Background: an optimization exercise with open tools, aiming at small area. Do not read the settings as production practice. Where RTL was checked, it was by simulation tests only, not by an equivalence proof against the original. Power is estimated from default activity; no workload was simulated.

==> trial 36: inputs <==
==> flow/design.v <==
module DPA (clk,reset,IM_A, IM_Q,IM_D,IM_WEN,CR_A,CR_Q);
input clk;
input reset;
output [19:0] IM_A;
input [23:0] IM_Q;
output [23:0] IM_D;
output IM_WEN;
output [8:0] CR_A;
input [12:0] CR_Q;
genvar k;
reg [2:0] ph;
reg [18:0] hi;
reg [1:0] pno;
reg [19:0] fb, pa;
reg sz128, sz256;
reg [5:0] sec, min;
reg [4:0] hour;
reg [29:0] acc;
reg pb;
wire ph0 = (ph == 3'd0);
wire ph1 = (ph == 3'd1);
wire ph2 = (ph == 3'd2);
wire ph3 = (ph == 3'd3);
wire ph4 = ph[2];
wire [19:0] hc;
wire [18:0] hn;
assign hc[0] = 1'b1;
generate for (k = 0; k < 19; k = k + 1) begin : hinc
	assign hn[k] = hi[k] ^ hc[k];
	assign hc[k+1] = hi[k] & hc[k];
end endgenerate
wire wrap = hc[19];
wire init = ~(hi[18] | hi[17] | hi[16]);
wire hdr  = (hi[18:12] == 7'd30);
wire clk1 = (hi[18:12] == 7'd31);
wire clk2 = (hi[18:12] == 7'd80);
wire clkd = clk1 | clk2;
wire pass = ~hi[18] & hi[17] & ~hi[15];
wire first = ~hi[16];
wire rl = wrap | init;
wire [18:0] hload = {hn[18:17], hn[16:13] | {4{rl}}, hn[12:11], hn[10] | rl, hn[9], hn[8:7] | {2{rl}}, hn[6:0]};
always @(posedge clk or posedge reset)
	if (reset) begin
		ph <= 3'd0;
		hi <= 19'd0;
	end else begin
		ph <= {ph3, ph2 | (ph1), ph0 | ph2};
		if (ph4) hi <= hload;
	end
wire [1:0] pnext = {pno[1] ^ pno[0], ~pno[0]};
wire plast = ({pno == 2'd3, pnext} == IM_Q[2:0]);
always @(posedge clk or posedge reset)
	if (reset) pno <= 2'd0;
	else if (wrap & ph4) pno <= plast ? 2'd0 : pnext;
always @(posedge clk) begin
	if (init & ph3) fb <= IM_Q[19:0];
	if (hdr & ph2) pa <= IM_Q[19:0];
	if (hdr & ph3) begin
		sz128 <= IM_Q[7];
		sz256 <= IM_Q[8];
	end
end
wire tinc = (wrap & ph4) | (clk2 & (hi[11:0] == 12'd0) & ph0);
wire [6:0] sc, mc;
wire [5:0] sn, mn;
wire [5:0] hrc;
wire [4:0] hn5;
assign sc[0] = 1'b1;
assign mc[0] = 1'b1;
assign hrc[0] = 1'b1;
generate for (k = 0; k < 6; k = k + 1) begin : tinc6
	assign sn[k] = sec[k] ^ sc[k];
	assign sc[k+1] = sec[k] & sc[k];
	assign mn[k] = min[k] ^ mc[k];
	assign mc[k+1] = min[k] & mc[k];
end endgenerate
generate for (k = 0; k < 5; k = k + 1) begin : tinc5
	assign hn5[k] = hour[k] ^ hrc[k];
	assign hrc[k+1] = hour[k] & hrc[k];
end endgenerate
wire s59 = sec[5] & sec[4] & sec[3] & sec[1] & sec[0];
wire m59 = min[5] & min[4] & min[3] & min[1] & min[0];
wire h23 = hour[4] & hour[2] & hour[1] & hour[0];
always @(posedge clk) begin
	if (init & ph2) begin
		sec <= IM_Q[5:0];
		min <= IM_Q[13:8];
		hour <= IM_Q[20:16];
	end else if (tinc) begin
		sec <= s59 ? 6'd0 : sn;
		if (s59) begin
			min <= m59 ? 6'd0 : mn;
			if (m59) hour <= h23 ? 5'd0 : hn5;
		end
	end
end
wire [2:0] ci = hi[11:9];
wire [4:0] cr = hi[8:4];
wire [3:0] cc = hi[3:0];
reg [5:0] dv;
always @(*)
	case (ci)
		3'd0, 3'd1: dv = {1'b0, hour};
		3'd3, 3'd4: dv = min;
		default: dv = sec;
	endcase
wire [2:0] tens = (dv >= 6'd50) ? 3'd5 : (dv >= 6'd40) ? 3'd4 : (dv >= 6'd30) ? 3'd3 :
                  (dv >= 6'd20) ? 3'd2 : (dv >= 6'd10) ? 3'd1 : 3'd0;
wire [5:0] ones6 = dv - tens * 4'd10;
wire [3:0] ones = ones6[3:0];
wire colon = (ci == 3'd2) | (ci == 3'd5);
wire tsel = (ci == 3'd0) | (ci == 3'd3) | (ci == 3'd6);
wire [3:0] dig = colon ? 4'd10 : tsel ? {1'b0, tens} : ones;
wire [1:0] rh = cr[4:3] - 2'd1;
assign CR_A = {{1'b0, dig, 1'b0} + {2'b0, dig} + {4'b0, rh}, cr[2:0]};
wire cvalid = ~(cc[3] & cc[2] & (cc[1] | cc[0])) & (cr[4] | cr[3]);
wire bit12 = ((ci == 3'd0) & (cr == 5'd8)) ? CR_Q[12] : pb;
wire cbit = (cc == 4'd0) ? bit12 : CR_Q[4'd12 - cc];
always @(posedge clk)
	if (clkd & cvalid & (cc != 4'd0)) pb <= CR_Q[12];
reg [7:0] kx;
always @(*)
	case (ci)
		3'd0: kx = 8'd152;
		3'd1: kx = 8'd165;
		3'd2: kx = 8'd178;
		3'd3: kx = 8'd191;
		3'd4: kx = 8'd204;
		3'd5: kx = 8'd217;
		3'd6: kx = 8'd230;
		default: kx = 8'd243;
	endcase
wire [8:0] xc;
wire [7:0] cx;
wire [7:0] cc8 = {4'd0, cc};
assign xc[0] = 1'b0;
generate for (k = 0; k < 8; k = k + 1) begin : cxadd
	wire b = cc8[k];
	assign cx[k] = kx[k] ^ b ^ xc[k];
	assign xc[k+1] = (kx[k] & b) | (xc[k] & (kx[k] ^ b));
end endgenerate
wire [7:0] py = hi[14:7];
wire [6:0] pxh = hi[6:0];
wire px0 = py[0] ^ first;
wire dx = ph[0];
wire dy = ph[1];
wire inclk = (py[7] & py[6] & py[5] & (py[4] | py[3])) & (pxh[6] & (pxh[5] | pxh[4] | (pxh[3] & pxh[2])));
wire dx1 = dx & px0 & ~(&pxh);
wire dy1 = dy & py[0] & ~(&py[7:1]);
wire [7:0] yc;
wire [6:0] Y1;
assign yc[0] = dy1;
generate for (k = 0; k < 7; k = k + 1) begin : yinc
	assign Y1[k] = py[k+1] ^ yc[k];
	assign yc[k+1] = py[k+1] & yc[k];
end endgenerate
wire sW = clkd | (pass & ph4);
wire sP = pass & ~ph4;
wire sA = pass & (ph4 | sz256);
wire sE = pass & ~ph4 & ~sz256 & sz128;
wire sF = pass & ~ph4 & ~sz256 & ~sz128;
wire sH = ~clkd & ~pass;
reg [3:0] hs;
always @(*)
	if (hdr) hs = {1'b0, pno, 1'b1} + 4'd2 + {3'd0, ph[1]};
	else hs = {1'b0, ph} - 4'd1;
wire [19:0] base = ({20{sW}} & fb) | ({20{sP}} & pa);
wire [19:0] off = ({20{clkd}} & {4'd0, 3'b111, cr, cx}) |
                  ({20{sA}} & {4'd0, py, pxh, px0}) |
                  ({20{sE}} & {6'd0, Y1, pxh}) |
                  ({20{sF}} & {2'd0, py, dy, pxh, px0, dx}) |
                  ({20{sH}} & {16'd0, hs});
wire [12:0] ac;
assign ac[0] = sE & dx1;
generate for (k = 0; k < 12; k = k + 1) begin : aadd
	assign IM_A[k] = base[k] ^ off[k] ^ ac[k];
	assign ac[k+1] = (base[k] & off[k]) | (ac[k] & (base[k] ^ off[k]));
end endgenerate
assign IM_A[19:12] = base[19:12] + {2'b00, off[17:12]} + {7'd0, ac[12]};
wire [29:0] s;
generate for (k = 0; k < 3; k = k + 1) begin : ch
	wire [10:0] c;
	wire [9:0] q10 = {2'b00, IM_Q[k*8+7:k*8]};
	assign c[0] = 1'b0;
	genvar j;
	for (j = 0; j < 10; j = j + 1) begin : b
		wire a = acc[k*10+j] & ~ph1;
		wire q = q10[j];
		assign s[k*10+j] = a ^ q ^ c[j];
		assign c[j+1] = (a & q) | (c[j] & (a ^ q));
	end
	assign IM_D[k*8+7:k*8] = clkd ? {8{cbit}} : s[k*10+9:k*10+2];
end endgenerate
always @(posedge clk) acc <= s;
wire we = ph4 & ((pass & ~inclk) | (clkd & cvalid));
assign IM_WEN = ~we;
endmodule
==> flow/run.sh <==
#!/bin/bash
# synth_recipe.tcl (not shown) runs the flow's synth.tcl, then flattens the netlist and writes it again
# the make line also repeats each setting of config.mk as NAME=value (left out here)
make -C /OpenROAD-flow-scripts/flow DESIGN_CONFIG=/design/flow/config.mk WORK_HOME=/design/flow/orfs CLKGATE_MAP_FILE= SYNTH_SCRIPT=/design/flow/synth_recipe.tcl finish
==> flow/config.mk <==
export PLATFORM = sky130hd
export DESIGN_NAME = DPA
export DESIGN_NICKNAME = DPA
export VERILOG_FILES = /design/flow/design.v
export SDC_FILE = /design/flow/constraint.sdc
export NUM_CORES = 4
export LEC_CHECK = 0
export CAP_MARGIN = 20
export CORE_MARGIN = 2
export CORE_UTILIZATION = 40
export CTS_BUF_LIST = sky130_fd_sc_hd__clkbuf_4
export CTS_CLUSTER_SIZE = 14
export SLEW_MARGIN = 20
==> flow/constraint.sdc <==
create_clock -name core_clock -period 10.0 [get_ports {clk}]
set_input_delay 2.0000 -clock core_clock [delete_from_list [all_inputs] [get_ports {clk}]]
set_output_delay 2.0000 -clock core_clock [all_outputs]
set_load 0.01 [all_outputs]
==> trial 43: changes against trial 36 <==
--- a/flow/design.v
+++ b/flow/design.v
@@ -172,5 +172,5 @@
                   ({20{sH}} & {16'd0, hs});
-wire [12:0] ac;
+wire [16:0] ac;
 assign ac[0] = sE & dx1;
-generate for (k = 0; k < 12; k = k + 1) begin : aadd
+generate for (k = 0; k < 16; k = k + 1) begin : aadd
 	assign IM_A[k] = base[k] ^ off[k] ^ ac[k];
@@ -178,3 +178,14 @@
 end endgenerate
-assign IM_A[19:12] = base[19:12] + {2'b00, off[17:12]} + {7'd0, ac[12]};
+wire [4:0] c0, c1;
+wire [3:0] t0, t1;
+wire [3:0] ot = {2'b00, off[17:16]};
+assign c0[0] = 1'b0;
+assign c1[0] = 1'b1;
+generate for (k = 0; k < 4; k = k + 1) begin : asel
+	assign t0[k] = base[16+k] ^ ot[k] ^ c0[k];
+	assign c0[k+1] = (base[16+k] & ot[k]) | (c0[k] & (base[16+k] ^ ot[k]));
+	assign t1[k] = base[16+k] ^ ot[k] ^ c1[k];
+	assign c1[k+1] = (base[16+k] & ot[k]) | (c1[k] & (base[16+k] ^ ot[k]));
+end endgenerate
+assign IM_A[19:16] = ac[16] ? t1 : t0;
 wire [29:0] s;
Settings changed: CTS_CLUSTER_SIZE 14 to 20.
==> comparison table <==
Logic gate share of total power: trial 43 0.353; trial 36 0.358
Run status: trial 43 finished with violations; trial 36 finished clean
Reasons for failing layout checks: trial 43 setup timing; trial 36 -
Cell count along the critical path: trial 43 30; trial 36 31
Worst Clk Skew: trial 43 0.0243 ns; trial 36 0.0198 ns
Post-Place Worst Slack: trial 43 -0.670 ns; trial 36 -0.188 ns
Internal power consumption: trial 43 1.01 mW; trial 36 0.972 mW
Post-synthesis compound-gate area fraction: trial 43 0.152; trial 36 0.150
Buffering overhead: trial 43 0.136; trial 36 0.129
Met2 wire length: trial 43 9180 µm; trial 36 9290 µm
Clock buffer cells: trial 43 20; trial 36 18
Metal1 wirelength: trial 43 8560 µm; trial 36 8750 µm
Instance area at placement: trial 43 0.00894 mm²; trial 36 0.00898 mm²
Count of buffers added by post-CTS timing repair for setup: trial 43 0; trial 36 2
Drt wl/cell: trial 43 18.4 µm; trial 36 18.3 µm
Detailed-routed wire length on met3: trial 43 1200 µm; trial 36 1450 µm
Tcrit/Tclk final: trial 43 1.02; trial 36 0.973
Worst EP arrival: trial 43 8.17 ns; trial 36 7.73 ns
Post-synthesis average cell area: trial 43 11.0 µm²; trial 36 10.7 µm²
Met3 routing resource usage after global routing: trial 43 0.0469; trial 36 0.0463
Mux share of post-synthesis cell area: trial 43 0.0262; trial 36 0.0289
Slowest cell delay on critical path: trial 43 0.44 ns; trial 36 0.43 ns
Initial antenna violation count: trial 43 1; trial 36 0
Total Die Area: trial 43 0.0200 mm²; trial 36 0.0204 mm²
Placeable core region: trial 43 0.0186 mm²; trial 36 0.0188 mm²
Post-Synthesis Net Count: trial 43 837; trial 36 866
Headroom to the max-slew limit: trial 43 0.350; trial 36 0.371
The RTL of trial 43 was laid out without a check of its function.

[static timing again, ports no longer ideal]
No port has a modelled driver above. Below, the same layouts with a new extraction and two added sets of constraints. Step 1 assumes that a clkbuf_16 drives the clock port and a buf_2 every other input. Step 2 moves the port delays by t, midway between the first and last clock arrival at a register: inputs arrive t later, outputs are due t later. That takes back most of the time a late clock gives input paths. Slacks: ideal ports / drivers / drivers and shift; pairs: ideal ports / drivers.
run	shift t [ns]	setup slack, ns	hold WS [ns]	cell pins on the clock port's net
trial 36	0.573	0.274 / 0.238 / 0.812	0.508 / 0.508 / 0.508	1
trial 43	0.555	-0.168 / -0.208 / 0.348	0.481 / 0.481 / 0.481	1
